This design comes from an exercise in tuning for small area on the open sky130 flow, not from production work.
In this exercise RTL edits were held to simulation tests only and were not proved equivalent to the original.

$ cat flow/run.sh
#!/bin/bash
# synth_recipe.tcl (not shown) runs the flow's synth.tcl, then flattens the netlist and writes it again
# the make line also repeats each setting of config.mk as NAME=value (left out here)
make -C /OpenROAD-flow-scripts/flow DESIGN_CONFIG=/design/flow/config.mk WORK_HOME=/design/flow/orfs CLKGATE_MAP_FILE= SYNTH_SCRIPT=/design/flow/synth_recipe.tcl finish
$ cat flow/config.mk
export PLATFORM = sky130hd
export DESIGN_NAME = fir_filter
export DESIGN_NICKNAME = fir_filter
export VERILOG_FILES = /design/flow/design.v
export SDC_FILE = /design/flow/constraint.sdc
export NUM_CORES = 4
export LEC_CHECK = 0
export CAP_MARGIN = 20
export CORE_MARGIN = 2
export CORE_UTILIZATION = 40
export SLEW_MARGIN = 20
export SYNTH_HIERARCHICAL = 1
export SYNTH_MINIMUM_KEEP_SIZE = 0
$ cat flow/constraint.sdc
create_clock -name core_clock -period 8.0 [get_ports {CLK_Filter}]
set_input_delay 1.6000 -clock core_clock [delete_from_list [all_inputs] [get_ports {CLK_Filter}]]
set_output_delay 1.6000 -clock core_clock [all_outputs]
set_load 0.01 [all_outputs]
$ cat flow/design.v
module fir_filter (
    input CLK_Filter,
    input rst_n,
    input wire [7:0] filter_in,
    output reg [19:0] filter_out
);
  reg [7:0] d0;
  reg [7:0] d1;
  reg [7:0] d2;
  reg [7:0] d3;
  reg [7:0] d4;
  reg [7:0] d5;
  reg [7:0] d6;
  reg [7:0] d7;
  reg [7:0] d8;
  reg [7:0] d9;
  reg [7:0] d10;
  reg [7:0] d11;
  reg [7:0] d12;
  reg [7:0] d13;
  reg [7:0] d14;
  reg [7:0] d15;
  reg [7:0] d16;
  reg [7:0] d17;
  reg [7:0] d18;
  reg [7:0] d19;
  reg [7:0] d20;
  reg [7:0] d21;
  reg [7:0] d22;
  reg [7:0] d23;
  always @(posedge CLK_Filter or negedge rst_n) begin
    if (!rst_n) begin
      d0 <= 8'd0;
      d1 <= 8'd0;
      d2 <= 8'd0;
      d3 <= 8'd0;
      d4 <= 8'd0;
      d5 <= 8'd0;
      d6 <= 8'd0;
      d7 <= 8'd0;
      d8 <= 8'd0;
      d9 <= 8'd0;
      d10 <= 8'd0;
      d11 <= 8'd0;
      d12 <= 8'd0;
      d13 <= 8'd0;
      d14 <= 8'd0;
      d15 <= 8'd0;
      d16 <= 8'd0;
      d17 <= 8'd0;
      d18 <= 8'd0;
      d19 <= 8'd0;
      d20 <= 8'd0;
      d21 <= 8'd0;
      d22 <= 8'd0;
      d23 <= 8'd0;
    end else begin
      d0 <= filter_in;
      d1 <= d0;
      d2 <= d1;
      d3 <= d2;
      d4 <= d3;
      d5 <= d4;
      d6 <= d5;
      d7 <= d6;
      d8 <= d7;
      d9 <= d8;
      d10 <= d9;
      d11 <= d10;
      d12 <= d11;
      d13 <= d12;
      d14 <= d13;
      d15 <= d14;
      d16 <= d15;
      d17 <= d16;
      d18 <= d17;
      d19 <= d18;
      d20 <= d19;
      d21 <= d20;
      d22 <= d21;
      d23 <= d22;
    end
  end
  wire s0, c1;
  fir_ha us0 (.a(d3[0]), .b(d22[0]), .s(s0), .co(c1));
  wire s2, c3;
  fir_fa us2 (.a(d3[1]), .b(d22[1]), .ci(c1), .s(s2), .co(c3));
  wire s4, c5;
  fir_fa us4 (.a(d3[2]), .b(d22[2]), .ci(c3), .s(s4), .co(c5));
  wire s6, c7;
  fir_ha us6 (.a(d3[3]), .b(d22[3]), .s(s6), .co(c7));
  wire s8, c9;
  fir_fa us8 (.a(d3[4]), .b(d22[4]), .ci(c7), .s(s8), .co(c9));
  wire s10, c11;
  fir_fa us10 (.a(d3[5]), .b(d22[5]), .ci(c9), .s(s10), .co(c11));
  wire s12, c13;
  fir_fa us12 (.a(d3[6]), .b(d22[6]), .ci(c11), .s(s12), .co(c13));
  wire s14, c15;
  fir_fa us14 (.a(d3[7]), .b(d22[7]), .ci(c13), .s(s14), .co(c15));
  wire s16, c17;
  fir_ha us16 (.a(d5[0]), .b(d20[0]), .s(s16), .co(c17));
  wire s18, c19;
  fir_fa us18 (.a(d5[1]), .b(d20[1]), .ci(c17), .s(s18), .co(c19));
  wire s20, c21;
  fir_fa us20 (.a(d5[2]), .b(d20[2]), .ci(c19), .s(s20), .co(c21));
  wire s22, c23;
  fir_ha us22 (.a(d5[3]), .b(d20[3]), .s(s22), .co(c23));
  wire s24, c25;
  fir_fa us24 (.a(d5[4]), .b(d20[4]), .ci(c23), .s(s24), .co(c25));
  wire s26, c27;
  fir_fa us26 (.a(d5[5]), .b(d20[5]), .ci(c25), .s(s26), .co(c27));
  wire s28, c29;
  fir_fa us28 (.a(d5[6]), .b(d20[6]), .ci(c27), .s(s28), .co(c29));
  wire s30, c31;
  fir_fa us30 (.a(d5[7]), .b(d20[7]), .ci(c29), .s(s30), .co(c31));
  wire n32 = ~s16;
  wire n33 = ~s18;
  wire n34 = ~s20;
  wire n35 = ~c21;
  wire n36 = ~s22;
  wire n37 = ~s24;
  wire n38 = ~s26;
  wire n39 = ~s28;
  wire n40 = ~s30;
  wire n41 = ~c31;
  wire s42, c43;
  fir_ha us42 (.a(d6[0]), .b(d19[0]), .s(s42), .co(c43));
  wire s44, c45;
  fir_fa us44 (.a(d6[1]), .b(d19[1]), .ci(c43), .s(s44), .co(c45));
  wire s46, c47;
  fir_fa us46 (.a(d6[2]), .b(d19[2]), .ci(c45), .s(s46), .co(c47));
  wire s48, c49;
  fir_ha us48 (.a(d6[3]), .b(d19[3]), .s(s48), .co(c49));
  wire s50, c51;
  fir_fa us50 (.a(d6[4]), .b(d19[4]), .ci(c49), .s(s50), .co(c51));
  wire s52, c53;
  fir_fa us52 (.a(d6[5]), .b(d19[5]), .ci(c51), .s(s52), .co(c53));
  wire s54, c55;
  fir_fa us54 (.a(d6[6]), .b(d19[6]), .ci(c53), .s(s54), .co(c55));
  wire s56, c57;
  fir_fa us56 (.a(d6[7]), .b(d19[7]), .ci(c55), .s(s56), .co(c57));
  wire s58, c59;
  fir_ha us58 (.a(d7[0]), .b(d18[0]), .s(s58), .co(c59));
  wire s60, c61;
  fir_fa us60 (.a(d7[1]), .b(d18[1]), .ci(c59), .s(s60), .co(c61));
  wire s62, c63;
  fir_fa us62 (.a(d7[2]), .b(d18[2]), .ci(c61), .s(s62), .co(c63));
  wire s64, c65;
  fir_ha us64 (.a(d7[3]), .b(d18[3]), .s(s64), .co(c65));
  wire s66, c67;
  fir_fa us66 (.a(d7[4]), .b(d18[4]), .ci(c65), .s(s66), .co(c67));
  wire s68, c69;
  fir_fa us68 (.a(d7[5]), .b(d18[5]), .ci(c67), .s(s68), .co(c69));
  wire s70, c71;
  fir_fa us70 (.a(d7[6]), .b(d18[6]), .ci(c69), .s(s70), .co(c71));
  wire s72, c73;
  fir_fa us72 (.a(d7[7]), .b(d18[7]), .ci(c71), .s(s72), .co(c73));
  wire n74 = ~s58;
  wire n75 = ~s60;
  wire n76 = ~s62;
  wire n77 = ~c63;
  wire n78 = ~s64;
  wire n79 = ~s66;
  wire n80 = ~s68;
  wire n81 = ~s70;
  wire n82 = ~s72;
  wire n83 = ~c73;
  wire s84, c85;
  fir_ha us84 (.a(d8[0]), .b(d17[0]), .s(s84), .co(c85));
  wire s86, c87;
  fir_fa us86 (.a(d8[1]), .b(d17[1]), .ci(c85), .s(s86), .co(c87));
  wire s88, c89;
  fir_fa us88 (.a(d8[2]), .b(d17[2]), .ci(c87), .s(s88), .co(c89));
  wire s90, c91;
  fir_ha us90 (.a(d8[3]), .b(d17[3]), .s(s90), .co(c91));
  wire s92, c93;
  fir_fa us92 (.a(d8[4]), .b(d17[4]), .ci(c91), .s(s92), .co(c93));
  wire s94, c95;
  fir_fa us94 (.a(d8[5]), .b(d17[5]), .ci(c93), .s(s94), .co(c95));
  wire s96, c97;
  fir_fa us96 (.a(d8[6]), .b(d17[6]), .ci(c95), .s(s96), .co(c97));
  wire s98, c99;
  fir_fa us98 (.a(d8[7]), .b(d17[7]), .ci(c97), .s(s98), .co(c99));
  wire n100 = ~s84;
  wire n101 = ~s86;
  wire n102 = ~s88;
  wire n103 = ~c89;
  wire n104 = ~s90;
  wire n105 = ~s92;
  wire n106 = ~s94;
  wire n107 = ~s96;
  wire n108 = ~s98;
  wire n109 = ~c99;
  wire s110, c111;
  fir_ha us110 (.a(d9[0]), .b(d16[0]), .s(s110), .co(c111));
  wire s112, c113;
  fir_fa us112 (.a(d9[1]), .b(d16[1]), .ci(c111), .s(s112), .co(c113));
  wire s114, c115;
  fir_fa us114 (.a(d9[2]), .b(d16[2]), .ci(c113), .s(s114), .co(c115));
  wire s116, c117;
  fir_ha us116 (.a(d9[3]), .b(d16[3]), .s(s116), .co(c117));
  wire s118, c119;
  fir_fa us118 (.a(d9[4]), .b(d16[4]), .ci(c117), .s(s118), .co(c119));
  wire s120, c121;
  fir_fa us120 (.a(d9[5]), .b(d16[5]), .ci(c119), .s(s120), .co(c121));
  wire s122, c123;
  fir_fa us122 (.a(d9[6]), .b(d16[6]), .ci(c121), .s(s122), .co(c123));
  wire s124, c125;
  fir_fa us124 (.a(d9[7]), .b(d16[7]), .ci(c123), .s(s124), .co(c125));
  wire n126 = ~s110;
  wire n127 = ~s112;
  wire n128 = ~s114;
  wire n129 = ~c115;
  wire n130 = ~s116;
  wire n131 = ~s118;
  wire n132 = ~s120;
  wire n133 = ~s122;
  wire n134 = ~s124;
  wire n135 = ~c125;
  wire s136, c137;
  fir_ha us136 (.a(d10[0]), .b(d15[0]), .s(s136), .co(c137));
  wire s138, c139;
  fir_fa us138 (.a(d10[1]), .b(d15[1]), .ci(c137), .s(s138), .co(c139));
  wire s140, c141;
  fir_fa us140 (.a(d10[2]), .b(d15[2]), .ci(c139), .s(s140), .co(c141));
  wire s142, c143;
  fir_ha us142 (.a(d10[3]), .b(d15[3]), .s(s142), .co(c143));
  wire s144, c145;
  fir_fa us144 (.a(d10[4]), .b(d15[4]), .ci(c143), .s(s144), .co(c145));
  wire s146, c147;
  fir_fa us146 (.a(d10[5]), .b(d15[5]), .ci(c145), .s(s146), .co(c147));
  wire s148, c149;
  fir_fa us148 (.a(d10[6]), .b(d15[6]), .ci(c147), .s(s148), .co(c149));
  wire s150, c151;
  fir_fa us150 (.a(d10[7]), .b(d15[7]), .ci(c149), .s(s150), .co(c151));
  wire n152 = ~s136;
  wire n153 = ~s138;
  wire n154 = ~s140;
  wire n155 = ~c141;
  wire n156 = ~s142;
  wire n157 = ~s144;
  wire n158 = ~s146;
  wire n159 = ~s148;
  wire n160 = ~s150;
  wire n161 = ~c151;
  wire s162, c163;
  fir_ha us162 (.a(d11[0]), .b(d14[0]), .s(s162), .co(c163));
  wire s164, c165;
  fir_fa us164 (.a(d11[1]), .b(d14[1]), .ci(c163), .s(s164), .co(c165));
  wire s166, c167;
  fir_fa us166 (.a(d11[2]), .b(d14[2]), .ci(c165), .s(s166), .co(c167));
  wire s168, c169;
  fir_ha us168 (.a(d11[3]), .b(d14[3]), .s(s168), .co(c169));
  wire s170, c171;
  fir_fa us170 (.a(d11[4]), .b(d14[4]), .ci(c169), .s(s170), .co(c171));
  wire s172, c173;
  fir_fa us172 (.a(d11[5]), .b(d14[5]), .ci(c171), .s(s172), .co(c173));
  wire s174, c175;
  fir_fa us174 (.a(d11[6]), .b(d14[6]), .ci(c173), .s(s174), .co(c175));
  wire s176, c177;
  fir_fa us176 (.a(d11[7]), .b(d14[7]), .ci(c175), .s(s176), .co(c177));
  wire n178 = ~s162;
  wire n179 = ~s164;
  wire n180 = ~s166;
  wire n181 = ~c167;
  wire n182 = ~s168;
  wire n183 = ~s170;
  wire n184 = ~s172;
  wire n185 = ~s174;
  wire n186 = ~s176;
  wire n187 = ~c177;
  wire s188, c189;
  fir_fa us188 (.a(d2[0]), .b(d23[0]), .ci(s0), .s(s188), .co(c189));
  wire s190, c191;
  fir_fa us190 (.a(s162), .b(n100), .ci(n127), .s(s190), .co(c191));
  wire s192, c193;
  fir_fa us192 (.a(n153), .b(s188), .ci(s190), .s(s192), .co(c193));
  wire s194 = ~(d2[1] ^ d23[1]);
  wire c195 = d2[1] | d23[1];
  wire s196, c197;
  fir_fa us196 (.a(s194), .b(s42), .ci(n32), .s(s196), .co(c197));
  wire s198, c199;
  fir_fa us198 (.a(n74), .b(c189), .ci(s2), .s(s198), .co(c199));
  wire s200, c201;
  fir_fa us200 (.a(s164), .b(n101), .ci(s196), .s(s200), .co(c201));
  wire s202, c203;
  fir_fa us202 (.a(n128), .b(n154), .ci(c191), .s(s202), .co(c203));
  wire s204, c205;
  fir_fa us204 (.a(s198), .b(s200), .ci(c193), .s(s204), .co(c205));
  wire s206, c207;
  fir_fa us206 (.a(d2[2]), .b(d23[2]), .ci(c195), .s(s206), .co(c207));
  wire s208, c209;
  fir_fa us208 (.a(s0), .b(s42), .ci(n130), .s(s208), .co(c209));
  wire s210, c211;
  fir_fa us210 (.a(n156), .b(n178), .ci(s206), .s(s210), .co(c211));
  wire s212, c213;
  fir_fa us212 (.a(s44), .b(c197), .ci(n33), .s(s212), .co(c213));
  wire s214, c215;
  fir_fa us214 (.a(n75), .b(s208), .ci(n129), .s(s214), .co(c215));
  wire s216, c217;
  fir_fa us216 (.a(n155), .b(s4), .ci(s166), .s(s216), .co(c217));
  wire s218, c219;
  fir_fa us218 (.a(c199), .b(n102), .ci(s210), .s(s218), .co(c219));
  wire s220, c221;
  fir_fa us220 (.a(c201), .b(s212), .ci(c203), .s(s220), .co(c221));
  wire s222, c223;
  fir_fa us222 (.a(s214), .b(s216), .ci(s218), .s(s222), .co(c223));
  wire s224, c225;
  fir_fa us224 (.a(c205), .b(s220), .ci(s222), .s(s224), .co(c225));
  wire s226, c227;
  fir_fa us226 (.a(d2[3]), .b(d23[3]), .ci(d4[0]), .s(s226), .co(c227));
  wire s228, c229;
  fir_fa us228 (.a(d21[0]), .b(s6), .ci(s84), .s(s228), .co(c229));
  wire s230, c231;
  fir_fa us230 (.a(s168), .b(n104), .ci(n152), .s(s230), .co(c231));
  wire s232, c233;
  fir_fa us232 (.a(s226), .b(c207), .ci(s2), .s(s232), .co(c233));
  wire s234, c235;
  fir_fa us234 (.a(s44), .b(c209), .ci(n131), .s(s234), .co(c235));
  wire s236, c237;
  fir_fa us236 (.a(n157), .b(n179), .ci(s228), .s(s236), .co(c237));
  wire s238, c239;
  fir_fa us238 (.a(s230), .b(c5), .ci(c167), .s(s238), .co(c239));
  wire s240, c241;
  fir_fa us240 (.a(n103), .b(c211), .ci(s46), .s(s240), .co(c241));
  wire s242, c243;
  fir_fa us242 (.a(n34), .b(n76), .ci(c213), .s(s242), .co(c243));
  wire s244, c245;
  fir_fa us244 (.a(s232), .b(s234), .ci(s236), .s(s244), .co(c245));
  wire s246, c247;
  fir_fa us246 (.a(c215), .b(c217), .ci(s238), .s(s246), .co(c247));
  wire s248, c249;
  fir_fa us248 (.a(c219), .b(s240), .ci(s242), .s(s248), .co(c249));
  wire s250, c251;
  fir_fa us250 (.a(s244), .b(c221), .ci(s246), .s(s250), .co(c251));
  wire s252, c253;
  fir_fa us252 (.a(c223), .b(s248), .ci(s250), .s(s252), .co(c253));
  wire s254, c255;
  fir_fa us254 (.a(d2[4]), .b(d23[4]), .ci(d4[1]), .s(s254), .co(c255));
  wire s256, c257;
  fir_fa us256 (.a(d21[1]), .b(s16), .ci(s42), .s(s256), .co(c257));
  wire s258, c259;
  fir_fa us258 (.a(s48), .b(s110), .ci(n36), .s(s258), .co(c259));
  wire s260, c261;
  fir_fa us260 (.a(n78), .b(c227), .ci(s254), .s(s260), .co(c261));
  wire s262, c263;
  fir_fa us262 (.a(c229), .b(s8), .ci(s86), .s(s262), .co(c263));
  wire s264, c265;
  fir_fa us264 (.a(s170), .b(c231), .ci(n105), .s(s264), .co(c265));
  wire s266, c267;
  fir_fa us266 (.a(n153), .b(s256), .ci(s258), .s(s266), .co(c267));
  wire s268, c269;
  fir_fa us268 (.a(c47), .b(n35), .ci(n77), .s(s268), .co(c269));
  wire s270, c271;
  fir_fa us270 (.a(s260), .b(s4), .ci(s46), .s(s270), .co(c271));
  wire s272, c273;
  fir_fa us272 (.a(c233), .b(n132), .ci(n158), .s(s272), .co(c273));
  wire s274, c275;
  fir_fa us274 (.a(n180), .b(c235), .ci(c237), .s(s274), .co(c275));
  wire s276, c277;
  fir_fa us276 (.a(s262), .b(s264), .ci(c239), .s(s276), .co(c277));
  wire s278, c279;
  fir_fa us278 (.a(s266), .b(c241), .ci(c243), .s(s278), .co(c279));
  wire s280, c281;
  fir_fa us280 (.a(s268), .b(s270), .ci(s272), .s(s280), .co(c281));
  wire s282, c283;
  fir_fa us282 (.a(c245), .b(s274), .ci(c247), .s(s282), .co(c283));
  wire s284, c285;
  fir_fa us284 (.a(s276), .b(c249), .ci(s278), .s(s284), .co(c285));
  wire s286, c287;
  fir_fa us286 (.a(s280), .b(c251), .ci(s282), .s(s286), .co(c287));
  wire s288, c289;
  fir_fa us288 (.a(s284), .b(c253), .ci(s286), .s(s288), .co(c289));
  wire s290, c291;
  fir_fa us290 (.a(d2[5]), .b(d23[5]), .ci(d4[2]), .s(s290), .co(c291));
  wire s292, c293;
  fir_fa us292 (.a(d21[2]), .b(s6), .ci(s48), .s(s292), .co(c293));
  wire s294, c295;
  fir_fa us294 (.a(s58), .b(s84), .ci(s110), .s(s294), .co(c295));
  wire s296, c297;
  fir_fa us296 (.a(n182), .b(c255), .ci(s290), .s(s296), .co(c297));
  wire s298, c299;
  fir_fa us298 (.a(c257), .b(s18), .ci(s44), .s(s298), .co(c299));
  wire s300, c301;
  fir_fa us300 (.a(s50), .b(s112), .ci(c259), .s(s300), .co(c301));
  wire s302, c303;
  fir_fa us302 (.a(n37), .b(n79), .ci(s292), .s(s302), .co(c303));
  wire s304, c305;
  fir_fa us304 (.a(s294), .b(c261), .ci(c5), .s(s304), .co(c305));
  wire s306, c307;
  fir_fa us306 (.a(c47), .b(n181), .ci(s296), .s(s306), .co(c307));
  wire s308, c309;
  fir_fa us308 (.a(s10), .b(s88), .ci(s172), .s(s308), .co(c309));
  wire s310, c311;
  fir_fa us310 (.a(c263), .b(n106), .ci(n154), .s(s310), .co(c311));
  wire s312, c313;
  fir_fa us312 (.a(c265), .b(s298), .ci(c267), .s(s312), .co(c313));
  wire s314, c315;
  fir_fa us314 (.a(s300), .b(s302), .ci(c269), .s(s314), .co(c315));
  wire s316, c317;
  fir_fa us316 (.a(c271), .b(s304), .ci(n133), .s(s316), .co(c317));
  wire s318, c319;
  fir_fa us318 (.a(n159), .b(c273), .ci(s306), .s(s318), .co(c319));
  wire s320, c321;
  fir_fa us320 (.a(c275), .b(s308), .ci(s310), .s(s320), .co(c321));
  wire s322, c323;
  fir_fa us322 (.a(c277), .b(s312), .ci(c279), .s(s322), .co(c323));
  wire s324, c325;
  fir_fa us324 (.a(s314), .b(c281), .ci(s316), .s(s324), .co(c325));
  wire s326, c327;
  fir_fa us326 (.a(s318), .b(s320), .ci(c283), .s(s326), .co(c327));
  wire s328, c329;
  fir_fa us328 (.a(c285), .b(s322), .ci(s324), .s(s328), .co(c329));
  wire s330, c331;
  fir_fa us330 (.a(c287), .b(s326), .ci(s328), .s(s330), .co(c331));
  wire s332, c333;
  fir_fa us332 (.a(d2[6]), .b(d23[6]), .ci(d4[3]), .s(s332), .co(c333));
  wire s334, c335;
  fir_fa us334 (.a(d21[3]), .b(d12[0]), .ci(d13[0]), .s(s334), .co(c335));
  wire s336, c337;
  fir_fa us336 (.a(s90), .b(s136), .ci(s162), .s(s336), .co(c337));
  wire s338, c339;
  fir_fa us338 (.a(n156), .b(c291), .ci(s332), .s(s338), .co(c339));
  wire s340, c341;
  fir_fa us340 (.a(s334), .b(c293), .ci(c295), .s(s340), .co(c341));
  wire s342, c343;
  fir_fa us342 (.a(s8), .b(s50), .ci(s60), .s(s342), .co(c343));
  wire s344, c345;
  fir_fa us344 (.a(s86), .b(s112), .ci(n183), .s(s344), .co(c345));
  wire s346, c347;
  fir_fa us346 (.a(s336), .b(c297), .ci(c89), .s(s346), .co(c347));
  wire s348, c349;
  fir_fa us348 (.a(n155), .b(s338), .ci(s20), .s(s348), .co(c349));
  wire s350, c351;
  fir_fa us350 (.a(s46), .b(s52), .ci(s114), .s(s350), .co(c351));
  wire s352, c353;
  fir_fa us352 (.a(c299), .b(c301), .ci(n38), .s(s352), .co(c353));
  wire s354, c355;
  fir_fa us354 (.a(n80), .b(c303), .ci(s340), .s(s354), .co(c355));
  wire s356, c357;
  fir_fa us356 (.a(s342), .b(s344), .ci(c305), .s(s356), .co(c357));
  wire s358, c359;
  fir_fa us358 (.a(c307), .b(s12), .ci(s174), .s(s358), .co(c359));
  wire s360, c361;
  fir_fa us360 (.a(c309), .b(s346), .ci(n107), .s(s360), .co(c361));
  wire s362, c363;
  fir_fa us362 (.a(c311), .b(s348), .ci(s350), .s(s362), .co(c363));
  wire s364, c365;
  fir_fa us364 (.a(c313), .b(s352), .ci(s354), .s(s364), .co(c365));
  wire s366, c367;
  fir_fa us366 (.a(c315), .b(s356), .ci(n134), .s(s366), .co(c367));
  wire s368, c369;
  fir_fa us368 (.a(n160), .b(c317), .ci(c319), .s(s368), .co(c369));
  wire s370, c371;
  fir_fa us370 (.a(s358), .b(c321), .ci(s360), .s(s370), .co(c371));
  wire s372, c373;
  fir_fa us372 (.a(s362), .b(s364), .ci(c323), .s(s372), .co(c373));
  wire s374, c375;
  fir_fa us374 (.a(c325), .b(s366), .ci(s368), .s(s374), .co(c375));
  wire s376, c377;
  fir_fa us376 (.a(s370), .b(c327), .ci(s372), .s(s376), .co(c377));
  wire s378, c379;
  fir_fa us378 (.a(c329), .b(s374), .ci(s376), .s(s378), .co(c379));
  wire s380 = ~(d2[7] ^ d23[7]);
  wire c381 = d2[7] | d23[7];
  wire s382, c383;
  fir_fa us382 (.a(d4[4]), .b(d21[4]), .ci(d12[1]), .s(s382), .co(c383));
  wire s384, c385;
  fir_fa us384 (.a(d13[1]), .b(s380), .ci(s22), .s(s384), .co(c385));
  wire s386, c387;
  fir_fa us386 (.a(s48), .b(s116), .ci(c333), .s(s386), .co(c387));
  wire s388, c389;
  fir_fa us388 (.a(c335), .b(s382), .ci(c337), .s(s388), .co(c389));
  wire s390, c391;
  fir_fa us390 (.a(s92), .b(s138), .ci(s164), .s(s390), .co(c391));
  wire s392, c393;
  fir_fa us392 (.a(n157), .b(s384), .ci(c339), .s(s392), .co(c393));
  wire s394, c395;
  fir_fa us394 (.a(s386), .b(c21), .ci(c47), .s(s394), .co(c395));
  wire s396, c397;
  fir_fa us396 (.a(c115), .b(c341), .ci(s10), .s(s396), .co(c397));
  wire s398, c399;
  fir_fa us398 (.a(s52), .b(s62), .ci(s88), .s(s398), .co(c399));
  wire s400, c401;
  fir_fa us400 (.a(s114), .b(c343), .ci(n184), .s(s400), .co(c401));
  wire s402, c403;
  fir_fa us402 (.a(c345), .b(s388), .ci(s390), .s(s402), .co(c403));
  wire s404, c405;
  fir_fa us404 (.a(c347), .b(s392), .ci(s54), .s(s404), .co(c405));
  wire s406, c407;
  fir_fa us406 (.a(c349), .b(c351), .ci(s394), .s(s406), .co(c407));
  wire s408, c409;
  fir_fa us408 (.a(n39), .b(n81), .ci(c353), .s(s408), .co(c409));
  wire s410, c411;
  fir_fa us410 (.a(c355), .b(s396), .ci(s398), .s(s410), .co(c411));
  wire s412, c413;
  fir_fa us412 (.a(s400), .b(c357), .ci(n135), .s(s412), .co(c413));
  wire s414, c415;
  fir_fa us414 (.a(n161), .b(s402), .ci(s14), .s(s414), .co(c415));
  wire s416, c417;
  fir_fa us416 (.a(s176), .b(c359), .ci(n108), .s(s416), .co(c417));
  wire s418, c419;
  fir_fa us418 (.a(c361), .b(c363), .ci(s404), .s(s418), .co(c419));
  wire s420, c421;
  fir_fa us420 (.a(s406), .b(s408), .ci(c365), .s(s420), .co(c421));
  wire s422, c423;
  fir_fa us422 (.a(s410), .b(c367), .ci(s412), .s(s422), .co(c423));
  wire s424, c425;
  fir_fa us424 (.a(c369), .b(s414), .ci(c371), .s(s424), .co(c425));
  wire s426, c427;
  fir_fa us426 (.a(s416), .b(s418), .ci(s420), .s(s426), .co(c427));
  wire s428, c429;
  fir_fa us428 (.a(c373), .b(s422), .ci(c375), .s(s428), .co(c429));
  wire s430, c431;
  fir_fa us430 (.a(s424), .b(s426), .ci(c377), .s(s430), .co(c431));
  wire s432, c433;
  fir_fa us432 (.a(s428), .b(c379), .ci(s430), .s(s432), .co(c433));
  wire s434 = ~(d4[5] ^ d21[5]);
  wire c435 = d4[5] | d21[5];
  wire s436, c437;
  fir_fa us436 (.a(d12[2]), .b(d13[2]), .ci(c381), .s(s436), .co(c437));
  wire s438, c439;
  fir_fa us438 (.a(s434), .b(s64), .ci(s90), .s(s438), .co(c439));
  wire s440, c441;
  fir_fa us440 (.a(s116), .b(c383), .ci(c385), .s(s440), .co(c441));
  wire s442, c443;
  fir_fa us442 (.a(s436), .b(s24), .ci(s50), .s(s442), .co(c443));
  wire s444, c445;
  fir_fa us444 (.a(s118), .b(c387), .ci(s438), .s(s444), .co(c445));
  wire s446, c447;
  fir_fa us446 (.a(c63), .b(c89), .ci(c115), .s(s446), .co(c447));
  wire s448, c449;
  fir_fa us448 (.a(c389), .b(s94), .ci(s140), .s(s448), .co(c449));
  wire s450, c451;
  fir_fa us450 (.a(s166), .b(c391), .ci(n158), .s(s450), .co(c451));
  wire s452, c453;
  fir_fa us452 (.a(s440), .b(s442), .ci(c393), .s(s452), .co(c453));
  wire s454, c455;
  fir_fa us454 (.a(c395), .b(s444), .ci(s12), .s(s454), .co(c455));
  wire s456, c457;
  fir_fa us456 (.a(s54), .b(c397), .ci(c399), .s(s456), .co(c457));
  wire s458, c459;
  fir_fa us458 (.a(s446), .b(n185), .ci(c401), .s(s458), .co(c459));
  wire s460, c461;
  fir_fa us460 (.a(c403), .b(s448), .ci(s450), .s(s460), .co(c461));
  wire s462, c463;
  fir_fa us462 (.a(c15), .b(c177), .ci(n109), .s(s462), .co(c463));
  wire s464, c465;
  fir_fa us464 (.a(s452), .b(s56), .ci(c405), .s(s464), .co(c465));
  wire s466, c467;
  fir_fa us466 (.a(c407), .b(n40), .ci(n82), .s(s466), .co(c467));
  wire s468, c469;
  fir_fa us468 (.a(c409), .b(c411), .ci(s454), .s(s468), .co(c469));
  wire s470, c471;
  fir_fa us470 (.a(s456), .b(s458), .ci(c413), .s(s470), .co(c471));
  wire s472, c473;
  fir_fa us472 (.a(s460), .b(c415), .ci(c417), .s(s472), .co(c473));
  wire s474, c475;
  fir_fa us474 (.a(s462), .b(c419), .ci(s464), .s(s474), .co(c475));
  wire s476, c477;
  fir_fa us476 (.a(s466), .b(c421), .ci(s468), .s(s476), .co(c477));
  wire s478, c479;
  fir_fa us478 (.a(c423), .b(s470), .ci(c425), .s(s478), .co(c479));
  wire s480, c481;
  fir_fa us480 (.a(s472), .b(s474), .ci(c427), .s(s480), .co(c481));
  wire s482, c483;
  fir_fa us482 (.a(s476), .b(c429), .ci(s478), .s(s482), .co(c483));
  wire s484, c485;
  fir_fa us484 (.a(s480), .b(c431), .ci(s482), .s(s484), .co(c485));
  wire s486 = ~(d4[6] ^ d21[6]);
  wire c487 = d4[6] | d21[6];
  wire s488, c489;
  fir_fa us488 (.a(d12[3]), .b(d13[3]), .ci(c435), .s(s488), .co(c489));
  wire s490, c491;
  fir_fa us490 (.a(s486), .b(s142), .ci(s168), .s(s490), .co(c491));
  wire s492, c493;
  fir_fa us492 (.a(c437), .b(c439), .ci(s488), .s(s492), .co(c493));
  wire s494, c495;
  fir_fa us494 (.a(s66), .b(s92), .ci(s118), .s(s494), .co(c495));
  wire s496, c497;
  fir_fa us496 (.a(s490), .b(c141), .ci(c167), .s(s496), .co(c497));
  wire s498, c499;
  fir_fa us498 (.a(c441), .b(s26), .ci(s52), .s(s498), .co(c499));
  wire s500, c501;
  fir_fa us500 (.a(s120), .b(c443), .ci(c445), .s(s500), .co(c501));
  wire s502, c503;
  fir_fa us502 (.a(s492), .b(s494), .ci(c447), .s(s502), .co(c503));
  wire s504, c505;
  fir_fa us504 (.a(s96), .b(c449), .ci(s496), .s(s504), .co(c505));
  wire s506, c507;
  fir_fa us506 (.a(n159), .b(c451), .ci(s498), .s(s506), .co(c507));
  wire s508, c509;
  fir_fa us508 (.a(c453), .b(c57), .ci(s500), .s(s508), .co(c509));
  wire s510, c511;
  fir_fa us510 (.a(n41), .b(n83), .ci(s14), .s(s510), .co(c511));
  wire s512, c513;
  fir_fa us512 (.a(s56), .b(c455), .ci(c457), .s(s512), .co(c513));
  wire s514, c515;
  fir_fa us514 (.a(s502), .b(n186), .ci(c459), .s(s514), .co(c515));
  wire s516, c517;
  fir_fa us516 (.a(s504), .b(c461), .ci(c463), .s(s516), .co(c517));
  wire s518, c519;
  fir_fa us518 (.a(s506), .b(c465), .ci(s508), .s(s518), .co(c519));
  wire s520, c521;
  fir_fa us520 (.a(c467), .b(c469), .ci(s510), .s(s520), .co(c521));
  wire s522, c523;
  fir_fa us522 (.a(s512), .b(s514), .ci(c471), .s(s522), .co(c523));
  wire s524, c525;
  fir_fa us524 (.a(c473), .b(s516), .ci(c475), .s(s524), .co(c525));
  wire s526, c527;
  fir_fa us526 (.a(s518), .b(c477), .ci(s520), .s(s526), .co(c527));
  wire s528, c529;
  fir_fa us528 (.a(s522), .b(c479), .ci(s524), .s(s528), .co(c529));
  wire s530, c531;
  fir_fa us530 (.a(c481), .b(s526), .ci(c483), .s(s530), .co(c531));
  wire s532, c533;
  fir_fa us532 (.a(s528), .b(c485), .ci(s530), .s(s532), .co(c533));
  wire s534, c535;
  fir_fa us534 (.a(d4[7]), .b(d21[7]), .ci(d12[4]), .s(s534), .co(c535));
  wire s536, c537;
  fir_fa us536 (.a(d13[4]), .b(c487), .ci(s534), .s(s536), .co(c537));
  wire s538, c539;
  fir_fa us538 (.a(c489), .b(c491), .ci(s144), .s(s538), .co(c539));
  wire s540, c541;
  fir_fa us540 (.a(s170), .b(s536), .ci(c493), .s(s540), .co(c541));
  wire s542, c543;
  fir_fa us542 (.a(s68), .b(s94), .ci(s120), .s(s542), .co(c543));
  wire s544, c545;
  fir_fa us544 (.a(c495), .b(s538), .ci(c497), .s(s544), .co(c545));
  wire s546, c547;
  fir_fa us546 (.a(s28), .b(s54), .ci(s122), .s(s546), .co(c547));
  wire s548, c549;
  fir_fa us548 (.a(c499), .b(c501), .ci(s540), .s(s548), .co(c549));
  wire s550, c551;
  fir_fa us550 (.a(s542), .b(c15), .ci(c57), .s(s550), .co(c551));
  wire s552, c553;
  fir_fa us552 (.a(c503), .b(n187), .ci(s98), .s(s552), .co(c553));
  wire s554, c555;
  fir_fa us554 (.a(c505), .b(s544), .ci(n160), .s(s554), .co(c555));
  wire s556, c557;
  fir_fa us556 (.a(c507), .b(s546), .ci(c509), .s(s556), .co(c557));
  wire s558, c559;
  fir_fa us558 (.a(s548), .b(c511), .ci(c513), .s(s558), .co(c559));
  wire s560, c561;
  fir_fa us560 (.a(s550), .b(c515), .ci(s552), .s(s560), .co(c561));
  wire s562, c563;
  fir_fa us562 (.a(s554), .b(c517), .ci(c519), .s(s562), .co(c563));
  wire s564, c565;
  fir_fa us564 (.a(s556), .b(c521), .ci(s558), .s(s564), .co(c565));
  wire s566, c567;
  fir_fa us566 (.a(c523), .b(s560), .ci(c525), .s(s566), .co(c567));
  wire s568, c569;
  fir_fa us568 (.a(s562), .b(c527), .ci(s564), .s(s568), .co(c569));
  wire s570, c571;
  fir_fa us570 (.a(c529), .b(s566), .ci(s568), .s(s570), .co(c571));
  wire s572, c573;
  fir_fa us572 (.a(c531), .b(s570), .ci(c533), .s(s572), .co(c573));
  wire s574 = ~(d12[5] ^ d13[5]);
  wire c575 = d12[5] | d13[5];
  wire s576, c577;
  fir_fa us576 (.a(s574), .b(c535), .ci(c537), .s(s576), .co(c577));
  wire s578, c579;
  fir_fa us578 (.a(s146), .b(s172), .ci(c539), .s(s578), .co(c579));
  wire s580, c581;
  fir_fa us580 (.a(s576), .b(c541), .ci(s70), .s(s580), .co(c581));
  wire s582, c583;
  fir_fa us582 (.a(s96), .b(s122), .ci(c543), .s(s582), .co(c583));
  wire s584, c585;
  fir_fa us584 (.a(s578), .b(c99), .ci(c545), .s(s584), .co(c585));
  wire s586, c587;
  fir_fa us586 (.a(n161), .b(s30), .ci(s56), .s(s586), .co(c587));
  wire s588, c589;
  fir_fa us588 (.a(s124), .b(c547), .ci(c549), .s(s588), .co(c589));
  wire s590, c591;
  fir_fa us590 (.a(s580), .b(s582), .ci(c551), .s(s590), .co(c591));
  wire s592, c593;
  fir_fa us592 (.a(c553), .b(s584), .ci(c555), .s(s592), .co(c593));
  wire s594, c595;
  fir_fa us594 (.a(s586), .b(c557), .ci(s588), .s(s594), .co(c595));
  wire s596, c597;
  fir_fa us596 (.a(c559), .b(s590), .ci(c561), .s(s596), .co(c597));
  wire s598, c599;
  fir_fa us598 (.a(s592), .b(c563), .ci(s594), .s(s598), .co(c599));
  wire s600, c601;
  fir_fa us600 (.a(c565), .b(s596), .ci(c567), .s(s600), .co(c601));
  wire s602, c603;
  fir_fa us602 (.a(s598), .b(c569), .ci(s600), .s(s602), .co(c603));
  wire s604, c605;
  fir_fa us604 (.a(c571), .b(s602), .ci(c573), .s(s604), .co(c605));
  wire s606 = ~(d12[6] ^ d13[6]);
  wire c607 = d12[6] | d13[6];
  wire s608, c609;
  fir_fa us608 (.a(c575), .b(s606), .ci(c577), .s(s608), .co(c609));
  wire s610, c611;
  fir_fa us610 (.a(s148), .b(s174), .ci(c579), .s(s610), .co(c611));
  wire s612, c613;
  fir_fa us612 (.a(c31), .b(c57), .ci(c125), .s(s612), .co(c613));
  wire s614, c615;
  fir_fa us614 (.a(s608), .b(s72), .ci(s98), .s(s614), .co(c615));
  wire s616, c617;
  fir_fa us616 (.a(s124), .b(c581), .ci(c583), .s(s616), .co(c617));
  wire s618, c619;
  fir_fa us618 (.a(s610), .b(c585), .ci(c587), .s(s618), .co(c619));
  wire s620, c621;
  fir_fa us620 (.a(s612), .b(c589), .ci(s614), .s(s620), .co(c621));
  wire s622, c623;
  fir_fa us622 (.a(s616), .b(c591), .ci(c593), .s(s622), .co(c623));
  wire s624, c625;
  fir_fa us624 (.a(s618), .b(c595), .ci(s620), .s(s624), .co(c625));
  wire s626, c627;
  fir_fa us626 (.a(c597), .b(s622), .ci(c599), .s(s626), .co(c627));
  wire s628, c629;
  fir_fa us628 (.a(s624), .b(c601), .ci(s626), .s(s628), .co(c629));
  wire s630, c631;
  fir_fa us630 (.a(c603), .b(s628), .ci(c605), .s(s630), .co(c631));
  wire s632, c633;
  fir_fa us632 (.a(d12[7]), .b(d13[7]), .ci(c607), .s(s632), .co(c633));
  wire s634, c635;
  fir_fa us634 (.a(s632), .b(c609), .ci(c73), .s(s634), .co(c635));
  wire s636, c637;
  fir_fa us636 (.a(c99), .b(c125), .ci(s150), .s(s636), .co(c637));
  wire s638, c639;
  fir_fa us638 (.a(s176), .b(c611), .ci(c613), .s(s638), .co(c639));
  wire s640, c641;
  fir_fa us640 (.a(c615), .b(c617), .ci(s634), .s(s640), .co(c641));
  wire s642, c643;
  fir_fa us642 (.a(s636), .b(c619), .ci(s638), .s(s642), .co(c643));
  wire s644, c645;
  fir_fa us644 (.a(c621), .b(s640), .ci(c623), .s(s644), .co(c645));
  wire s646, c647;
  fir_fa us646 (.a(s642), .b(c625), .ci(s644), .s(s646), .co(c647));
  wire s648, c649;
  fir_fa us648 (.a(c627), .b(s646), .ci(c629), .s(s648), .co(c649));
  wire s650 = ~(c633 ^ c151);
  wire c651 = c633 | c151;
  wire s652, c653;
  fir_fa us652 (.a(c177), .b(s650), .ci(c635), .s(s652), .co(c653));
  wire s654, c655;
  fir_fa us654 (.a(c637), .b(c639), .ci(c641), .s(s654), .co(c655));
  wire s656, c657;
  fir_fa us656 (.a(s652), .b(c643), .ci(s654), .s(s656), .co(c657));
  wire s658, c659;
  fir_fa us658 (.a(c645), .b(s656), .ci(c647), .s(s658), .co(c659));
  wire s660 = ~(c651 ^ c653);
  wire c661 = c651 | c653;
  wire s662, c663;
  fir_fa us662 (.a(s660), .b(c655), .ci(c657), .s(s662), .co(c663));
  wire s664 = ~(c661 ^ c663);
  wire c665 = c661 | c663;
  wire s666, c667;
  fir_ha us666 (.a(n126), .b(n152), .s(s666), .co(c667));
  wire s668, c669;
  fir_ha us668 (.a(c667), .b(s192), .s(s668), .co(c669));
  wire s670, c671;
  fir_fa us670 (.a(s202), .b(c669), .ci(s204), .s(s670), .co(c671));
  wire s672, c673;
  fir_ha us672 (.a(c671), .b(s224), .s(s672), .co(c673));
  wire s674, c675;
  fir_fa us674 (.a(c225), .b(c673), .ci(s252), .s(s674), .co(c675));
  wire s676, c677;
  fir_ha us676 (.a(s288), .b(c675), .s(s676), .co(c677));
  wire s678, c679;
  fir_fa us678 (.a(c289), .b(s330), .ci(c677), .s(s678), .co(c679));
  wire s680, c681;
  fir_fa us680 (.a(c331), .b(s378), .ci(c679), .s(s680), .co(c681));
  wire s682, c683;
  fir_ha us682 (.a(s432), .b(c681), .s(s682), .co(c683));
  wire s684, c685;
  fir_fa us684 (.a(c433), .b(s484), .ci(c683), .s(s684), .co(c685));
  wire s686, c687;
  fir_ha us686 (.a(s648), .b(c631), .s(s686), .co(c687));
  wire o688 = s532 ^ c685;
  wire u689 = c685 & s532;
  wire o690 = s572 ^ u689;
  wire u691 = u689 & s572;
  wire o692 = s604 ^ u691;
  wire u693 = u691 & s604;
  wire o694 = s630 ^ u693;
  wire u695 = u693 & s630;
  wire o696 = s686 ^ u695;
  wire u697 = u695 & s686;
  wire k698 = c687 | u697;
  wire s699, c700;
  fir_ha us699 (.a(s658), .b(c649), .s(s699), .co(c700));
  wire s701, c702;
  fir_fa us701 (.a(s662), .b(c659), .ci(c700), .s(s701), .co(c702));
  wire s703, c704;
  fir_ha us703 (.a(s664), .b(c702), .s(s703), .co(c704));
  wire s705 = ~(c665 ^ c704);
  wire c706 = c665 | c704;
  wire n707 = ~c706;
  wire o708 = s699 ^ k698;
  wire u709 = k698 & s699;
  wire o710 = s701 ^ u709;
  wire u711 = u709 & s701;
  wire o712 = s703 ^ u711;
  wire u713 = u711 & s703;
  wire o714 = s705 ^ u713;
  wire u715 = u713 & s705;
  wire o716 = n707 ^ u715;
  wire [19:0] y = {o716, o714, o712, o710, o708, o696, o694, o692, o690, o688, s684, s682, s680, s678, s676, s674, s672, s670, s668, s666};
  always @(posedge CLK_Filter or negedge rst_n) begin
    if (!rst_n) filter_out <= 20'd0;
    else filter_out <= y;
  end
endmodule
module fir_fa (input a, input b, input ci, output s, output co);
  assign s = a ^ b ^ ci;
  assign co = (a & b) | (a & ci) | (b & ci);
endmodule
module fir_ha (input a, input b, output s, output co);
  assign s = a ^ b;
  assign co = a & b;
endmodule
==> results of run 1 <==
path summary, 6_finish.rpt:
kind | end | from | depth (start not counted) | slack, ns
max | filter_out[19]$_DFF_PN0_ | d10[3]$_DFF_PN0_ | 23 | 0.30
min | d1[2]$_DFF_PN0_ | d0[2]$_DFF_PN0_ | 0 | 0.34
max reg2reg | filter_out[19]$_DFF_PN0_ | d10[3]$_DFF_PN0_ | 23 | 0.30
min reg2reg | d1[2]$_DFF_PN0_ | d0[2]$_DFF_PN0_ | 0 | 0.34
max in group asynchronous | d18[4]$_DFF_PN0_ | rst_n | 2 | 5.59
min in group asynchronous | filter_out[8]$_DFF_PN0_ | rst_n | 1 | 1.05
worst max-delay path, stage by stage, from the launching register on:
cell	delay, ns
dfrtp_1	0.40
ha_1	0.23
fa_2	0.55
inv_1	0.11
fa_2	0.41
fa_2	0.37
fa_2	0.41
fa_2	0.39
fa_1	0.39
fa_1	0.46
fa_1	0.39
fa_1	0.46
fa_2	0.35
fa_2	0.34
fa_2	0.35
fa_1	0.45
ha_1	0.22
ha_1	0.17
or2_1	0.24
ha_1	0.19
ha_1	0.18
ha_1	0.18
ha_1	0.18
xor2_1	0.16
cells by family after synthesis:
kind of cell	synth area share
DFF	0.446
buffers and inverters	0.0290
xor gates and xnor gates	0.000737
and+or+nand+nor	0.000527
adders and majority gates	0.523
final cells by class:
type | instances | area, µm²
Clock inverter | 10 | 118
Sequential cell | 212 | 5310
Tap cell | 390 | 488
Clock buffer | 32 | 712
Fill cell | 2507 | 15400
Timing Repair Buffer | 82 | 693
Inverter | 92 | 345
Multi-Input combinational cell | 329 | 6450
per-stage QoR:
stage,hold WS (ns),util
floorplan,0.331,-
global placement,0.335,0.443
detailed placement,0.335,0.443
CTS,0.347,0.473
global route,0.354,0.479
finish,0.343,0.479
modules after synthesis (local to each module, per instance):
module / flops+latches / cells inside / times used
fir_filter: 212 / 325 / 1
fir_ha: 0 / 1 / 24
fir_fa: 0 / 1 / 284
cells in the final DEF, fill, tap and decap left out:
| master | instances |
|---|---|
| bufinv_16 | 2 |
| inv_2 | 3 |
| buf_8 | 1 |
| or2_1 | 1 |
| clkbuf_8 | 6 |
| xor2_1 | 1 |
| clkinv_2 | 3 |
| dfrtp_1 | 212 |
| clkbuf_1 | 1 |
| inv_1 | 89 |
| clkbuf_16 | 25 |
| fa_1 | 224 |
| ha_1 | 37 |
| ha_2 | 1 |
| clkinv_4 | 2 |
| clkdlybuf4s50_1 | 28 |
| clkinvlp_4 | 1 |
| buf_4 | 53 |
| inv_6 | 2 |
| fa_2 | 60 |
| ha_4 | 5 |
repair_timing:
item | 4_1_cts | 5_1_grt
pin swaps | 3 | 8
buffers inserted | 0 | 2
endpoints found under the setup margin | 2 | 2
resized for setup | 17 | 53
routing by layer:
metal,wire length (µm),GRT usage
met3,1010,0.0293
met1,10900,0.252
met5,0,0
met4,552,0.0410
met2,13100,0.303
==> results.toml, run 1 <==
[status]
status = "no timing/DRC/antenna violations"

[run]
max-cap-violations = 0

[placed_design]
dp_hpwl_mm = 21.6
pre_cts_ws_ns = -0.156
dpl_cell_area_um2 = 13100
gp_congestion = 0.870
port_buffers = 29
dp_cells = 1103

[die]
die_y_um = 176
start_util = 0.403
io_pins = 30
fp-row-count = 63
dieArea_um2 = 31100
die_width_um = 176
coreArea_um2 = 29500

[min_path]
hold_path.class = "reg -> reg"

[drt]
remaining_drc_errors = 0
wl_per_cell_um = 22.3
vias = 5146
first_iter_violations = 264
ant_nets = 0
drt-pass1-iter-count = 4
avgViaCountPerCell = 4.49
routed_wl_mm = 25.5

[grt]
grt_pass1_vias = 6691
globalRouteOverflowTotal = 0
antenna_found_initial = 0
grt_pass1_wl_mm = 40.7
grt_max_degree = 78
grt_usage = 0.181

[sta]
finalSetupViolCount = 0
skew_ns = 0.0171
fin_ws_ns = 0.299
worst_pin_slew_ns = 0.907
fin_tns_setup_ns = 0
hold_violations = 0
period_share = 0.963
slew_viol_final = 0
fmaxAchievable_mhz = 130
rsz0062_at_grt = "no"
slew_headroom = 0.395
min_period_ns = 7.70

[final_layout]
regMostFlops = "filter_out"
largest_reg_flops = 20
syn_to_final_growth_pct = 18.7
final_layout_size_suffix_gt1_frac = 0.217
nets = 1078
diodes = 0
stdcell_area_um2 = 14100
layout.cells.non_filler = 1147

[cts]
clock_latency_ns = 0.52
cts_tree = "done"
cts_buffer_depth = 3
htreeDepth = 1
cts_hold_buf = 0
clkTransAtPathRegs_ns = 0.06
clock_sinks = 212
numCtsBuffers = 24
cts_root_buf = "clkbuf_16"

[synthesis]
netlist_instances = 633
synth_common_cells = "284 x fa_1, 212 x dfrtp_1, 92 x inv_1"
synth.most_common_cell = "fa_1"
synth_nets = 970
netlist_area_um2 = 11900
synth-edff-count = 0
synth_cell_types = 6
synth_top_flop_cell = "dfrtp_1"
syn_avg_cell_area_um2 = 18.8
synth_area_leaders = "fa_1 48%, dfrtp_1 45%, ha_1 4.5%"
ys_seq_area_frac = 0.446
synth.ff_latch_count = 212
async_reset_ff_frac = 1.00
synth_top_area_share = 0.478
yosys_warnings = 7
yosysTopAreaCell = "fa_1"

[critical_path]
end_kind = "flop"
critPathArrivalTime_ns = 8.10
worstPathMaxFanout = 2
cp.required_ns = 8.40
start_kind = "flop"
path_class = "reg -> reg"
==> run 2: changes to the inputs <==
--- a/flow/config.mk
+++ b/flow/config.mk
@@ -8,5 +8,7 @@
 export CAP_MARGIN = 20
 export CORE_MARGIN = 2
-export CORE_UTILIZATION = 40
+export CORE_UTILIZATION = 60
+export CTS_BUF_LIST = sky130_fd_sc_hd__clkbuf_4
+export GPL_TIMING_DRIVEN = 0
 export SLEW_MARGIN = 20
 export SYNTH_HIERARCHICAL = 1
==> run 2 against run 1 <==
Against the previous run: still clean; cell count fell by 9.8%; register-to-register slack worse by 0.04 ns; die area shrank 33%; flip-flop and latch count unchanged; first-iteration DRC count fell by 17%; synthesized cell count did not move; via count increased by 0.76%; synthesized area unchanged.
==> results.toml, run 2 <==
[status]
status = "no timing/DRC/antenna violations"

[critical_path]
path_class = "reg -> reg"
cp_num_buf_inv = 1
start_kind = "flop"
max_stage_delay_ns = 0.54
crit_top_cell = "ha_1"
cp.required_ns = 8.55
reg2regPathDepth = 25
rr_endpoint = "filter_out[19]$_DFF_PN0_"
critPathArrivalTime_ns = 8.29
worstPathMaxFanout = 2
rrSetupSlack_ns = 0.26
cp_top_family = "adder cells"
timing.rr.start = "d11[0]$_DFF_PN0_"
crit_slowest_cell = "fa_1"
end_kind = "flop"

[drt]
wl_per_cell_um = 23.0
drt-pass1-iter-count = 4
remaining_drc_errors = 0
vias = 5185
ant_nets = 0
avgViaCountPerCell = 5.01
routed_wl_mm = 23.8
first_iter_violations = 218

[final_layout]
largest_reg_flops = 20
final_core_util = 0.696
nets = 1074
final_common_cell = "fa_1"
final_cell_mix = "227 x fa_1, 212 x dfrtp_1, 89 x inv_1"
syn_to_final_growth_pct = 13.9
final_layout_size_suffix_gt1_frac = 0.217
regMostFlops = "filter_out"

[cts]
cts_root_buf = "clkbuf_4"
cts_buffer_depth = 3
htreeDepth = 2
numCtsBuffers = 53
clkTransAtPathRegs_ns = 0.06
clock_latency_ns = 0.66
clock_sinks = 212
cts_tree = "done"

[synthesis]
yosysTopAreaCell = "fa_1"
ys_seq_area_frac = 0.446
synth_cell_types = 6
synth_area_leaders = "fa_1 48%, dfrtp_1 45%, ha_1 4.5%"
syn_avg_cell_area_um2 = 18.8
synth_top_flop_cell = "dfrtp_1"
synth-edff-count = 0
yosys_warnings = 7
synth_nets = 970
synth.most_common_cell = "fa_1"
netlist_instances = 633
synth.ff_latch_count = 212
async_reset_ff_frac = 1.00
synth_common_cells = "284 x fa_1, 212 x dfrtp_1, 92 x inv_1"
netlist_area_um2 = 11900
synth_top_area_share = 0.478

[grt]
grt_usage = 0.259
grt_max_degree = 81
globalRouteOverflowTotal = 0
antenna_found_initial = 1
grt_pass1_vias = 6567
grt_pass1_wl_mm = 37.4

[die]
io_pins = 30
coreArea_um2 = 19500
fp-row-count = 51
dieArea_um2 = 21000
start_util = 0.611
die_width_um = 145
die_y_um = 145

[placed_design]
port_buffers = 29
dp_hpwl_mm = 19.9
gp_congestion = 0.924

[sta]
fmaxAchievable_mhz = 129
slew_headroom = 0.677
slew_viol_final = 0
period_share = 0.967
finalSetupViolCount = 0
hold_violations = 0
fin_tns_setup_ns = 0
min_period_ns = 7.74
worst_pin_slew_ns = 0.484
skew_ns = 0.0338

[min_path]
hold-path-endpoint = "d1[6]$_DFF_PN0_"
worst_hold_path.num_cells = 0
hp-start = "d0[6]$_DFF_PN0_"
hold_path.class = "reg -> reg"

[run]
max-cap-violations = 0
[run 2: area by class of cell]
cell class,count,area [µm²]
Clock buffer,74,556
Timing Repair Buffer,49,485
Multi-Input combinational cell,329,6440
Sequential cell,212,5310
Clock inverter,13,82.6
Inverter,92,345
Tap cell,265,332
Antenna cell,1,2.50
Fill cell,1283,5920
[run 2: stage by stage]
step / setup WS (ns) / hold WS [ns] / cells / area [µm²]
after CTS: 0.00214 / 0.341 / 1028 / 13400
after global placement: -2.97 / 0.332 / 927 / 12500
after detailed placement: -0.267 / 0.336 / 929 / 12600
final: 0.264 / 0.347 / 1035 / 13500
after floorplan: 0.272 / 0.331 / 633 / 11900
after global routing: -0.0198 / 0.351 / 1035 / 13500
[run 2: cell families (layout without fill, tap and decap cells)]
group                    count (synthesis)  in the layout  share of synthesized area
XOR/XNOR                                 1              1                   0.000737
adder cells (fa/ha/maj)                327            327                      0.523
buffers and inverters                   92            228                     0.0290
flip-flops                             212            212                      0.446
other                                    0              1                          0
AND/OR/NAND/NOR                          1              1                   0.000527
[run 2: how the worst max path moves through the flow]
stage | start | endpoint | slack (ns) | depth (start not counted)
detailed placement | d9[3]$_DFF_PN0_ | filter_out[19]$_DFF_PN0_ | -0.27 | 23
global route | d11[0]$_DFF_PN0_ | filter_out[19]$_DFF_PN0_ | -0.02 | 25
floorplan | d3[3]$_DFF_PN0_ | filter_out[19]$_DFF_PN0_ | 0.27 | 22
CTS | d16[3]$_DFF_PN0_ | filter_out[19]$_DFF_PN0_ | 0.002 | 23
finish | d11[0]$_DFF_PN0_ | filter_out[19]$_DFF_PN0_ | 0.26 | 25
global placement | rst_n | d0[5]$_DFF_PN0_ | -2.97 | 1
[run 2: modules after synthesis, one instance, submodules excluded]
module | flops+latches | cell area [µm²]
fir_ha | 0 | 12.5
fir_filter | 212 | 5900
fir_fa | 0 | 20.0
[run 2: what timing repair did]
item | in CTS | in global routing
pin swaps | 13 | 11
endpoints found under the setup margin | 3 | 2
setup buffers | 12 | 6
hold buffers | 0 | 0
gates resized for setup | 39 | 31
[run 2: per-layer routing]
metal	vias to the layer above	wire length, µm	part of all wire	GRT usage
li1	2113	-	-	-
met1	2927	9180	0.39	0.344
met2	111	12900	0.54	0.438
met3	34	1130	0.047	0.0573
met4	0	591	0.025	0.0812
met5	-	0	0	0
==> run 3: changes to the inputs <==
--- a/flow/config.mk
+++ b/flow/config.mk
@@ -9,5 +9,6 @@
 export CORE_MARGIN = 2
 export CORE_UTILIZATION = 60
-export CTS_BUF_LIST = sky130_fd_sc_hd__clkbuf_4
+export CTS_BUF_LIST = sky130_fd_sc_hd__clkbuf_8
+export CTS_CLUSTER_SIZE = 40
 export GPL_TIMING_DRIVEN = 0
 export SLEW_MARGIN = 20
==> run 3 against run 2 <==
Against the previous run: still clean on timing, DRC and antenna; cell count down 2.2%; critical path depth shrank 4; via count is 0.87% lower; sequential share of layout area is 0.54 points lower; global-route usage grew 0.21 points; worst setup slack worse by 0.0088 ns; critical path type unchanged; largest cell class unchanged.
==> results.toml, run 3 <==
[cts]
clkTransAtPathRegs_ns = 0.06
clock_sinks = 212
clock_latency_ns = 0.55
cts_root_buf = "clkbuf_8"
cts_tree = "done"
cts_buffer_depth = 3
numCtsBuffers = 36
htreeDepth = 2
cts_hold_buf = 0

[critical_path]
cp.required_ns = 8.43
reg2regPathDepth = 21
start_kind = "flop"
crit_top_cell = "fa_1"
worstPathCellList = "ha_1 -> fa_1 -> fa_1 -> fa_1 -> fa_1 -> fa_1 -> fa_1 -> fa_1 -> fa_1 -> fa_1 -> fa_2 -> fa_2 -> fa_2 -> ha_1 -> ha_1 -> or2_1 -> ha_1 -> ha_1 -> ha_1 -> ha_1 -> xor2_1"
path_class = "reg -> reg"
end_kind = "flop"
crit_slowest_cell = "fa_1"
worstPathMaxFanout = 2
critPathArrivalTime_ns = 8.18
max_stage_delay_ns = 0.56

[die]
die_width_um = 145
start_util = 0.611
coreArea_um2 = 19500
die_y_um = 145
fp-row-count = 51
io_pins = 30
dieArea_um2 = 21000

[synthesis]
netlist_instances = 633
async_reset_ff_frac = 1.00
synth_common_cells = "284 x fa_1, 212 x dfrtp_1, 92 x inv_1"
synth_top_flop_cell = "dfrtp_1"
synth.most_common_cell = "fa_1"
synth_area_leaders = "fa_1 48%, dfrtp_1 45%, ha_1 4.5%"
yosysTopAreaCell = "fa_1"
synth-edff-count = 0
synth.ff_latch_count = 212
synthXorXnorAreaFrac = 0.000737
syn_avg_cell_area_um2 = 18.8
ys_seq_area_frac = 0.446
netlist_area_um2 = 11900
synth_top_family_by_area = "adder cells"
synth_top_area_share = 0.478
synth_nets = 970
yosys_warnings = 7
synth_mux_area_frac = 0
synth_cell_types = 6
synth_fa_ha_area_frac = 0.523
synth_compound_area_frac = 0
yosys.area_share.simple = 0.000526

[placed_design]
port_buffers = 29
dpl_cell_area_um2 = 12600
dp_cells = 929
pre_cts_ws_ns = -0.267
gp_congestion = 0.924
dp_hpwl_mm = 19.9

[grt]
antenna_found_initial = 0
grt_max_degree = 81
grt_pass1_vias = 6508
grt_usage = 0.262
globalRouteOverflowTotal = 0
grt_pass1_wl_mm = 37.6

[sta]
rsz0062_at_grt = "yes"
worst_pin_slew_ns = 0.480
finalSetupViolCount = 0
min_period_ns = 7.75
slew_headroom = 0.680
fmaxAchievable_mhz = 129
fin_tns_setup_ns = 0
hold_violations = 0
slew_viol_final = 0
period_share = 0.968
fin_ws_ns = 0.255
skew_ns = 0.0304

[drt]
avgViaCountPerCell = 5.08
first_iter_violations = 203
wl_per_cell_um = 23.7
routed_wl_mm = 24.0
drt-pass1-iter-count = 4
remaining_drc_errors = 0
ant_nets = 0
vias = 5140

[final_layout]
largest_reg_flops = 20
stdcell_area_um2 = 13700
final_cell_mix = "226 x fa_1, 212 x dfrtp_1, 96 x inv_1"
nFillCells = 1255
final_core_util = 0.706
final_layout_size_suffix_gt1_frac = 0.197
nets = 1058
syn_to_final_growth_pct = 15.5
regArea_um2 = 5310
multi_input_area_um2 = 6440
regMostFlops = "filter_out"
final_common_cell = "fa_1"
layout.cells.non_filler = 1012
diodes = 0

[run]
max-cap-violations = 0

[status]
status = "no timing/DRC/antenna violations"

[min_path]
worst_hold_path.num_cells = 0
hold_path.class = "reg -> reg"
run 3: cell counts after synthesis:
No cell type changed its count.
run 3: path summary, 6_finish.rpt:
check,slack (ns),end,start
min reg2reg,0.35,d2[7]$_DFF_PN0_,d1[7]$_DFF_PN0_
max in group asynchronous,5.95,d10[0]$_DFF_PN0_,rst_n
max reg2reg,0.25,filter_out[19]$_DFF_PN0_,d7[0]$_DFF_PN0_
max,0.25,filter_out[19]$_DFF_PN0_,d7[0]$_DFF_PN0_
min in group asynchronous,0.97,filter_out[12]$_DFF_PN0_,rst_n
min,0.35,d2[7]$_DFF_PN0_,d1[7]$_DFF_PN0_
run 3: critical path, delay by kind of cell (launching register included):
family                   cells  cell delay [ns]
AND/OR/NAND/NOR              1             0.24
flip-flops                   1             0.39
XOR/XNOR                     1             0.16
adder cells (fa/ha/maj)     19             6.86
run 3: final cells by class:
type                            count  area share
Sequential cell                   212       0.386
Timing Repair Buffer               50      0.0359
Clock inverter                     17      0.0125
Multi-Input combinational cell    329       0.469
Clock buffer                       47      0.0471
Inverter                           92      0.0251
Tap cell                          265      0.0241
run 3: cells by family after synthesis:
logic type / count (synthesis)
flip-flops: 212
adder cells (fa/ha/maj): 327
AND/OR/NAND/NOR: 1
XOR/XNOR: 1
buffers and inverters: 92
run 3: per-layer routing:
metal  up-vias  wire (µm)  GRT usage
met5         -          0          0
met3        38        930     0.0444
met2       105      13000      0.444
li1       2069          -          -
met1      2928       9370      0.350
met4         0        704     0.0904
run 3: per-stage QoR:
step	hold slack [ns]
floorplan	0.331
global placement	0.332
detailed placement	0.336
CTS	0.348
global route	0.353
finish	0.348
run 3: modules after synthesis (local to each module, per instance):
module,flops+latches,copies in the design,area (µm²)
fir_ha,0,24,12.5
fir_filter,212,1,5900
fir_fa,0,284,20.0
run 3: what timing repair did:
item	in CTS	in global routing
endpoints found under the setup margin	3	3
setup buffers	11	8
pin swaps	12	9
gates resized for setup	41	30
==> run 4: changes to the inputs <==
--- a/flow/config.mk
+++ b/flow/config.mk
@@ -9,6 +9,7 @@
 export CORE_MARGIN = 2
 export CORE_UTILIZATION = 60
-export CTS_BUF_LIST = sky130_fd_sc_hd__clkbuf_8
-export CTS_CLUSTER_SIZE = 40
+export CTS_BUF_LIST = sky130_fd_sc_hd__clkbuf_8 sky130_fd_sc_hd__clkbuf_16
+export CTS_CLUSTER_DIAMETER = 150
+export CTS_CLUSTER_SIZE = 30
 export GPL_TIMING_DRIVEN = 0
 export SLEW_MARGIN = 20
==> run 4 against run 3 <==
Against the previous run: wire length fell by 2.7%; worst hold slack improved by 0.010 ns; via count fell by 3.3%; critical path type unchanged; highest routed layer unchanged.
==> results.toml, run 4 <==
[status]
status = "no timing/DRC/antenna violations"

[synthesis]
synth_common_cells = "284 x fa_1, 212 x dfrtp_1, 92 x inv_1"
synth_top_area_share = 0.478
synth_cell_types = 6
synth.most_common_cell = "fa_1"
yosys_warnings = 7
synthXorXnorAreaFrac = 0.000737
netlist_area_um2 = 11900
syn_avg_cell_area_um2 = 18.8
synth.ff_latch_count = 212
synth_nets = 970
synth-edff-count = 0
yosysTopAreaCell = "fa_1"
ys_seq_area_frac = 0.446
synth_top_family_by_area = "adder cells"
synth_fa_ha_area_frac = 0.523
netlist_instances = 633

[placed_design]
port_buffers = 29
dpl_cell_area_um2 = 12600
gp_congestion = 0.924

[die]
start_util = 0.611
die_y_um = 145
io_pins = 30
die_width_um = 145
coreArea_um2 = 19500
fp-row-count = 51
dieArea_um2 = 21000

[critical_path]
path_class = "reg -> reg"
crit_top_cell = "fa_2"
cp.required_ns = 8.37
rrSetupSlack_ns = 0.25
start_kind = "flop"
worstPathMaxFanout = 2
timing.rr.start = "d8[3]$_DFF_PN0_"
end_kind = "flop"
rr_endpoint = "filter_out[19]$_DFF_PN0_"
critPathArrivalTime_ns = 8.11

[sta]
finalSetupViolCount = 0
whs_ns = 0.358
worst_pin_slew_ns = 0.475
slew_viol_final = 0

[final_layout]
largest_reg_flops = 20
nFillCells = 1302
regMostFlops = "filter_out"
diodes = 0
final_cell_mix = "220 x fa_1, 212 x dfrtp_1, 89 x inv_1"
syn_to_final_growth_pct = 11.6
nets = 1036
final_common_cell = "fa_1"
stdcell_area_um2 = 13300
final_core_util = 0.682

[cts]
cts_hold_buf = 0
htreeDepth = 1
numCtsBuffers = 11
clock_latency_ns = 0.48
cts_buffer_depth = 3

[grt]
grt_pass1_wl_mm = 36.6
grt_max_degree = 81
antenna_found_initial = 0
globalRouteOverflowTotal = 0

[min_path]
hold_path.class = "reg -> reg"
worst_hold_path.num_cells = 0
hold-path-endpoint = "d2[6]$_DFF_PN0_"
hp-start = "d1[6]$_DFF_PN0_"

[drt]
ant_nets = 0
routed_wl_mm = 23.3
remaining_drc_errors = 0
avgViaCountPerCell = 5.16

[power_and_ir_drop]
run 4: cell counts after synthesis:
Identical to the previous run, type by type.
run 4: per-module statistics from Yosys (local to each module, per instance):
| module | area (µm²) | times used | flops+latches | cells |
|---|---|---|---|---|
| fir_ha | 12.5 | 24 | 0 | 1 |
| fir_fa | 20.0 | 284 | 0 | 1 |
| fir_filter | 5900 | 1 | 212 | 325 |
run 4: cell families (layout without fill, tap and decap cells):
kind of cell	count (synthesis)	count (layout)
buf+inv	92	158
simple gates	1	1
xor+xnor	1	1
fa+ha+maj	327	327
flops	212	212
run 4: layout make-up:
class | count | area, µm² | area share
multi-input cells | 329 | 6460 | 0.487
flip-flops and latches | 212 | 5310 | 0.400
repair buffers | 53 | 515 | 0.0389
inverters | 92 | 345 | 0.0260
well taps | 265 | 332 | 0.0250
clock buffers | 11 | 275 | 0.0208
clock inverters | 2 | 32.5 | 0.00245
run 4: worst max path at each step:
stage,from,to,slack (ns),cells past startpoint
4_1_cts,d9[3]$_DFF_PN0_,filter_out[19]$_DFF_PN0_,0.003,23
6_report,d8[3]$_DFF_PN0_,filter_out[19]$_DFF_PN0_,0.25,23
3_5_place_dp,d9[3]$_DFF_PN0_,filter_out[19]$_DFF_PN0_,-0.27,23
5_1_grt,d8[0]$_DFF_PN0_,filter_out[19]$_DFF_PN0_,-0.02,25
2_1_floorplan,d3[3]$_DFF_PN0_,filter_out[19]$_DFF_PN0_,0.27,22
3_3_place_gp,rst_n,d0[5]$_DFF_PN0_,-2.97,1
run 4: repair_timing:
item,4_1_cts,5_1_grt
pin swaps,19,12
resized for setup,50,28
gates cloned,0,0
setup endpoints to repair,3,3
buffers inserted,15,7
run 4: layer usage:
| metal | track usage | vias to the layer above | wire (µm) |
|---|---|---|---|
| met5 | 0 | - | 0 |
| met4 | 0.0695 | 0 | 659 |
| met3 | 0.0286 | 33 | 764 |
| met2 | 0.435 | 85 | 12500 |
| met1 | 0.353 | 2853 | 9360 |
| li1 | - | 1999 | - |
run 4: per-stage QoR:
stage	setup slack, ns	std cells
5_1_grt	-0.0153	964
3_5_place_dp	-0.267	929
6_report	0.253	964
3_3_place_gp	-2.97	927
4_1_cts	0.00323	957
2_1_floorplan	0.272	633
run 4: worst max-delay path: cells and delay by family, from the launching register on:
kind	cells	cell delay, ns
flip-flops	1	0.43
AND/OR/NAND/NOR	1	0.24
XOR/XNOR	1	0.16
adder cells (fa/ha/maj)	20	6.72
buffers and inverters	1	0.08

## separate check: timing with driven ports
In the flow no input, the clock included, has a driving cell. The finished layouts below were timed again as built, in two steps. Step 1 (the two cells are an assumption about what drives the block):
set clk [get_ports {CLK_Filter}]
set_driving_cell -lib_cell sky130_fd_sc_hd__clkbuf_16 $clk
set_driving_cell -lib_cell sky130_fd_sc_hd__buf_2 [delete_from_list [all_inputs] $clk]
Step 2 also shifts input and output timing later by t, the mid clock arrival at the registers, as if the neighbouring blocks saw the same clock. Slacks: ideal / step 1 / step 2; pairs: ideal / step 1.
| run | shift t [ns] | slack for setup (ns) | worst setup path at the end |
|---|---|---|---|
| run 1 | 0.556 | 0.299 / 0.299 / 0.299 | register to register |
| run 2 | 0.684 | 0.264 / 0.264 / 0.264 | register to register |
| run 3 | 0.577 | 0.255 / 0.255 / 0.255 | register to register |
| run 4 | 0.515 | 0.253 / 0.253 / 0.253 | register to register |
After both steps setup and hold are still met in every run listed.
